This design comes from an exercise in tuning for small area and a short achievable clock period on the open sky130 flow, not from production work. At most, simulation tests tie the RTL to the original design; equivalence was not proved. For run 2, only the layout was checked, not whether the RTL still works.

==> flow/design.v, too long to show whole: its modules and the start of the top module <==
// module csa_fa: 10 lines
// module csa_ha: 9 lines
// module FFT64: 4076 lines
module FFT64 #(
    parameter width = 16
) (
    input                           clk,
    input                           rst_n,
    input                           di_en,
    input       signed  [width-1:0] di_re,
    input       signed  [width-1:0] di_img,
    output reg                      do_en,
    output reg  signed  [width-1:0] do_re,
    output reg  signed  [width-1:0] do_img
);
  // ...
==> flow/flow/run.sh <==
#!/bin/bash
# Layout flow: the standard ORFS flow (standard.sh, unchanged synthesis)
# with these changes to how the layout is made:
#  - timing repair aims at 7.3 ns of setup slack (the clock stays 11 ns),
#  - the port buffers are plain buf_2 cells,
#  - clock-tree sinks are clustered in groups of up to 24 within 100 um.
# The whole output of the flow goes to standard.log in this folder.
bash standard.sh SETUP_SLACK_MARGIN=7.3 \
  "BUFFER_PORTS_ARGS=-buffer_cell sky130_fd_sc_hd__buf_2" \
  CTS_CLUSTER_SIZE=24 CTS_CLUSTER_DIAMETER=100 \
  finish > standard.log 2>&1
==> flow/standard.sh <==
#!/bin/bash
# synth_recipe.tcl (not shown) runs the flow's synth.tcl, then flattens the netlist and writes it again
# the make line also repeats each setting of config.mk as NAME=value (left out here)
make -C /OpenROAD-flow-scripts/flow DESIGN_CONFIG=/design/flow/config.mk WORK_HOME=/design/flow/orfs CLKGATE_MAP_FILE= SYNTH_SCRIPT=/design/flow/synth_recipe.tcl "${@:-finish}"
==> flow/config.mk <==
export PLATFORM = sky130hd
export DESIGN_NAME = FFT64
export DESIGN_NICKNAME = FFT64
export VERILOG_FILES = /design/flow/design.v
export SDC_FILE = /design/flow/constraint.sdc
export NUM_CORES = 8
export LEC_CHECK = 0
export CAP_MARGIN = 20
export CORE_MARGIN = 2
export CORE_UTILIZATION = 55
export SLEW_MARGIN = 20
export SYNTH_HIERARCHICAL = 1
export SYNTH_MINIMUM_KEEP_SIZE = 0
==> flow/constraint.sdc <==
create_clock -name core_clock -period 11.0 [get_ports {clk}]
set_input_delay 2.2000 -clock core_clock [delete_from_list [all_inputs] [get_ports {clk}]]
set_output_delay 2.2000 -clock core_clock [all_outputs]
set_load 0.01 [all_outputs]
==> impl_metrics.ini, run 1 <==
[status]
status = finished clean

[detailed_routing]
wl_met2_um = 126000
wl_met3_um = 10300
drc_errors = 0

[worst_setup_path]
critPathArrivalTime_ns = 4.38
path_delay_family = adder cells
r2r_end = my_re_b5
slowest_delay_ns = 0.61
cp_cell_sequence = buf_4 > xnor2_1 > fa_1 > fa_1 > fa_1 > fa_1 > fa_1

[clock_tree]
clk_path_buf_depth = 3
cts_num_sinks = 4123
htree_levels = 4

[grt]
track_usage = 0.220
grt_overflow = 0
top_usage_layer = met2

[synthesis]
synth_edf_count = 0
seq_area_frac_synth = 0.628
synth_top_area_share = 0.624
yosysUniqueCellTypes = 79
synth_simple_gate_area_share = 0.0521
synth_commonest_cells = 4103 x dfxtp_1, 623 x nand2_1, 613 x xnor2_1, 570 x ha_1, 468 x fa_1
synth_ff_type = dfxtp_1
yosys-top-cells-area = dfxtp_1 62%, fa_1 7.1%, ha_1 5.4%
synth.most_common_cell = dfxtp_1

[finish]
finalNonFillerCells = 13300
final_core_util = 0.592
multi_input_gates = 5406
nNetsFinal = 11200
clkCellAreaFrac = 0.0391
multiInputGateArea_um2 = 46300
top_regs = l1_im (512), l1_re (512)
area_delta_synth_final_pct = 6.95

[placed_design]
portBuffers = 67
dp_worst_setup_slack_ns = 6.71

[sta]
fin_skew_ns = 0.0555

[floorplan]
die_h_um = 493
==> inputs of run 2 (changes only) <==
--- a/flow/design.v
+++ b/flow/design.v
@@ -41,17 +41,17 @@
 reg  [15:0] l4_re [0:3];
 reg  [15:0] l4_im [0:3];
 reg  [15:0] o4_re, o4_im;
 reg  [15:0] l5_re [0:1];
 reg  [15:0] l5_im [0:1];
 reg  [15:0] o5_re, o5_im;
 reg  [15:0] l6_re [0:0];
 reg  [15:0] l6_im [0:0];
-reg  [15:0] o6_re, o6_im;
+wire [15:0] o6_re, o6_im;
 reg  [15:0] ba_re [0:30];
 reg  [15:0] ba_im [0:30];
 reg  [15:0] bb_re [0:13];
 reg  [15:0] bb_im [0:13];
 reg  [15:0] bc_re [0:3];
 reg  [15:0] bc_im [0:3];
 reg        started, f1;
 reg [5:0]  cnt;
@@ -62,17 +62,17 @@
         f1      <= 1'b0;
     end else begin
         started <= started | di_en;
         if (started) cnt <= cnt + 6'd1;
         if (started && cnt == 6'd63) f1 <= 1'b1;
     end
 end
 always @(posedge clk) begin
-    do_en <= rst_n & (do_en | (f1 && cnt == 6'd54));
+    do_en <= rst_n & (do_en | (f1 && cnt == 6'd53));
 end
 reg [15:0] in_re, in_img;
 always @(posedge clk) begin
     in_re  <= di_re;
     in_img <= di_img;
 end
 reg [5:0] c1, c2;
 always @(posedge clk or negedge rst_n) begin
@@ -4045,23 +4045,23 @@
 wire p3066 = ~bp2966[9] & p3054;
 wire g3067 = (bp2966[11] & l6_im[0][11]) | (~bp2966[11] & g3049);
 wire p3068 = ~bp2966[11] & p3050;
 wire g3069 = (bp2966[13] & l6_im[0][13]) | (~bp2966[13] & g3055);
 wire p3070 = ~bp2966[13] & p3056;
 wire [15:0] dif6_im = ~bp2966 ^ {g3047, g3069, g3055, g3067, g3049, g3065, g3053, g3063, g3043, g3061, g3051, g3059, g3035, g3057, g3019, 1'b1};
 always @(posedge clk) begin
     l6_re[0] <= p2_6 ? dif6_re : o5_re;
-    o6_re <= p2_6 ? sum6_re : l6_re[0];
     l6_im[0] <= p2_6 ? dif6_im : o5_im;
-    o6_im <= p2_6 ? sum6_im : l6_im[0];
 end
-wire [5:0] ua = cnx - 6'd5;
-wire [5:0] ub = cnx - 6'd36;
-wire [5:0] uc = cnx - 6'd50;
+assign o6_re = p2_6 ? sum6_re : l6_re[0];
+assign o6_im = p2_6 ? sum6_im : l6_im[0];
+wire [5:0] ua = cnx - 6'd4;
+wire [5:0] ub = cnx - 6'd35;
+wire [5:0] uc = cnx - 6'd49;
 reg sa, sb, sc;
 always @(posedge clk) begin
     sa <= ua[5] & ~ua[0];
     sb <= ub[4] & ~ub[1];
     sc <= uc[3] & ~uc[2];
 end
 wire [15:0] ra_re = sa ? o6_re : ba_re[30];
 wire [15:0] ra_im = sa ? o6_im : ba_im[30];
==> run 2 against run 1 <==
Still clean on timing, DRC and antenna; die area down 0.54%; via count down 0.77%; utilization down 0.11 points; area after synthesis down 0.55%; sequential cell count down 32; critical endpoint is now my_re_b8.
==> impl_metrics.ini, run 2 <==
[finish]
final_layout_size_suffix_gt1_frac = 0.102
final_core_util = 0.591
top_regs = l1_im (512), l1_re (512)
finalNonFillerCells = 13200
n_fill_cell = 19000
multiInputGateArea_um2 = 46500
final_cell_mix = 3994 x dfxtp_1, 642 x xnor2_1, 563 x nand2_1, 563 x ha_1, 468 x fa_1
final_common_cell = dfxtp_1
nNetsFinal = 11100
area_delta_synth_final_pct = 7.15
seq_area_um2 = 82100

[sta]
finalCriticalPeriod_ns = 3.66
hold_slack_ns = 0.288
final-setup-viol-count = 0
fmax_mhz = 273
rsz0062_at_grt = true
finalHoldViolations = 0
finalCritPeriodShare = 0.333
tightest_slew_ns = 1.16
max_slew_margin = 0.223
fin_skew_ns = 0.0706
drv_slew = 0
tns_ns = 0

[floorplan]
die_area_um2 = 242000
core_um2 = 237000
start_util = 0.552
ioPinCount = 68
rows = 179
die_w_um = 492
die_h_um = 492

[worst_setup_path]
cp-end-kind = flip-flop
cp_cell_sequence = buf_4 > xnor2_1 > fa_1 > fa_1 > fa_1 > fa_1 > fa_1
path_class = reg -> reg
critPathArrivalTime_ns = 4.38
slowest_delay_ns = 0.59
cp.buffers_inverters = 1
critPathMaxFanout = 36
cp.required_ns = 11.72
crit_top_cell = fa_1
slowest_stage = buf_4
path_delay_family = adder cells
crit_path_start_kind = flip-flop

[clock_tree]
worstSkewPairLatency_ns = 0.90
htree_levels = 4
clk_pin_slew_ns = 0.10
hold_buffers = 0
clock-root-buffer = clkbuf_16
cts_num_sinks = 4091
cts_tree = yes
cts_made_buffers = 193
clk_path_buf_depth = 3

[grt]
grt_max_degree = 99
antenna_found_initial = 23
grt_pass1_wl_um = 417000
grt_pass1_vias = 70500
track_usage = 0.222
grt_overflow = 0

[synthesis]
synth-seq-cells = 4091
netlist_area_um2 = 131000
yosysWarnings = 61
synth.most_common_cell = dfxtp_1
synth_edf_count = 0
yosysUniqueCellTypes = 90
synth_top_area_share = 0.622
async_flop_share = 0.00489
seq_area_frac_synth = 0.626
synthCells = 10200
yosys-top-cells-area = dfxtp_1 62%, fa_1 7.2%, ha_1 5.4%
synth_commonest_cells = 4071 x dfxtp_1, 644 x xnor2_1, 569 x ha_1, 564 x nand2_1, 468 x fa_1
synth_top_cell_by_area = dfxtp_1
syn_avg_cell_area_um2 = 12.9
synth_ff_type = dfxtp_1

[min_path]
min_path_type = reg -> reg

[detailed_routing]
drc_errors = 0
routedWlPerCell_um = 20.5
drt-total-wl_um = 270000
viasPerCell = 5.22
ant_nets = 0
firstDrtPassIters = 6
num_vias = 69000
drt_iter0_drc = 3960

[placed_design]
dp_hpwl_um = 185000
place_inst = 13000
portBuffers = 67
gp_congestion = 0.853

[status]
status = finished clean

[job]
drv_cap = 0
==> run 2: cell count changes after synthesis, moves of 18 or more <==
cell	change
a211oi_1	+28
a21o_1	+21
a21oi_1	+29
buf_1	-18
clkbuf_1	+23
dfxtp_1	-32
inv_1	-59
mux2_2	+70
mux2i_1	-26
nand2_1	-59
nor2_1	-18
o21a_1	-22
o21ai_0	-81
xnor2_1	+31
==> run 2: repair_timing <==
item	CTS	global route
pin swaps	5	17
setup endpoints to repair	148	93
resized for setup	65	74
endpoints found under the hold margin	0	0
gates cloned	3	5
buffers inserted	12	13
==> run 2: cell type report <==
cell class | instances | area share
Multi-Input combinational cell | 5359 | 0.332
Tap cell | 3167 | 0.0282
Clock inverter | 27 | 0.00383
Antenna cell | 5 | 0.0000892
Sequential cell | 4091 | 0.585
Timing Repair Buffer | 179 | 0.0107
Inverter | 193 | 0.00526
Clock buffer | 201 | 0.0348
==> run 2: through the flow <==
step | area (um2) | setup WS, ns
4_1_cts | 140000 | 7.30
3_3_place_gp | 134000 | 6.70
2_1_floorplan | 131000 | 7.30
3_5_place_dp | 134000 | 6.72
6_report | 140000 | 7.34
5_1_grt | 140000 | 7.29
==> run 2: logic make-up after synthesis <==
logic type	Yosys count	synth area share
flip-flops	4091	0.626
multiplexers	581	0.0485
adder cells (fa/ha/maj)	1041	0.126
AO/OA/AOI/OAI	1457	0.0733
buffers and inverters	717	0.0207
other	1	0.0000286
XOR/XNOR	808	0.0540
AND/OR/NAND/NOR	1470	0.0509
==> run 2: path summary, 6_finish.rpt <==
path                              from     endpoint  slack [ns]  cells past startpoint
setup / recovery             ry_neg[2]     my_re_b8        7.34                      7
hold / removal             ba_im[8][2]  ba_im[9][2]        0.29                      0
setup reg to reg             ry_neg[2]     my_re_b8        7.34                      7
hold reg to reg            ba_im[8][2]  ba_im[9][2]        0.29                      0
max in group asynchronous        rst_n        c2[0]        9.39                      1
min in group asynchronous        rst_n        c2[3]        1.24                      1
==> run 2: per-layer routing <==
| metal | track usage | vias up | wire (um) |
|---|---|---|---|
| li1 | - | 33400 | - |
| met1 | 0.293 | 33900 | 121000 |
| met2 | 0.380 | 1340 | 131000 |
| met3 | 0.0265 | 440 | 9330 |
| met4 | 0.0730 | 0 | 9450 |
| met5 | 0 | - | 0 |
==> run 2: per-module statistics from Yosys, one instance, submodules excluded <==
| module | copies in the design | flops+latches | cells inside |
|---|---|---|---|
| csa_fa | 468 | 0 | 1 |
| csa_ha | 412 | 0 | 1 |
| FFT64 | 1 | 4091 | 9286 |

## what the ideal ports hide
No port has a modelled driver above. Below, the same layouts with a new extraction and two added sets of constraints. Step 1 assumes that a clkbuf_16 drives the clock port and a buf_2 every other input. Step 2, shift: input delay + t, output delay - t, t = (earliest + latest rising clock arrival at the registers) / 2. This alone moves slack from input paths to output paths. a / b / c = ideal ports / drivers / drivers and shift; a / b = the first two.
run | t (ns) | setup WS [ns] | hold WS [ns] | slew at the worst register clock pin (ns)
run 1 | 0.960 | 7.362 / 7.323 / 7.362 | 0.289 / 0.289 / 0.289 | 0.10 / 0.10
run 2 | 0.955 | 7.341 / 7.300 / 7.341 | 0.288 / 0.288 / 0.288 | 0.11 / 0.11
After both steps setup and hold are still met in every run listed.
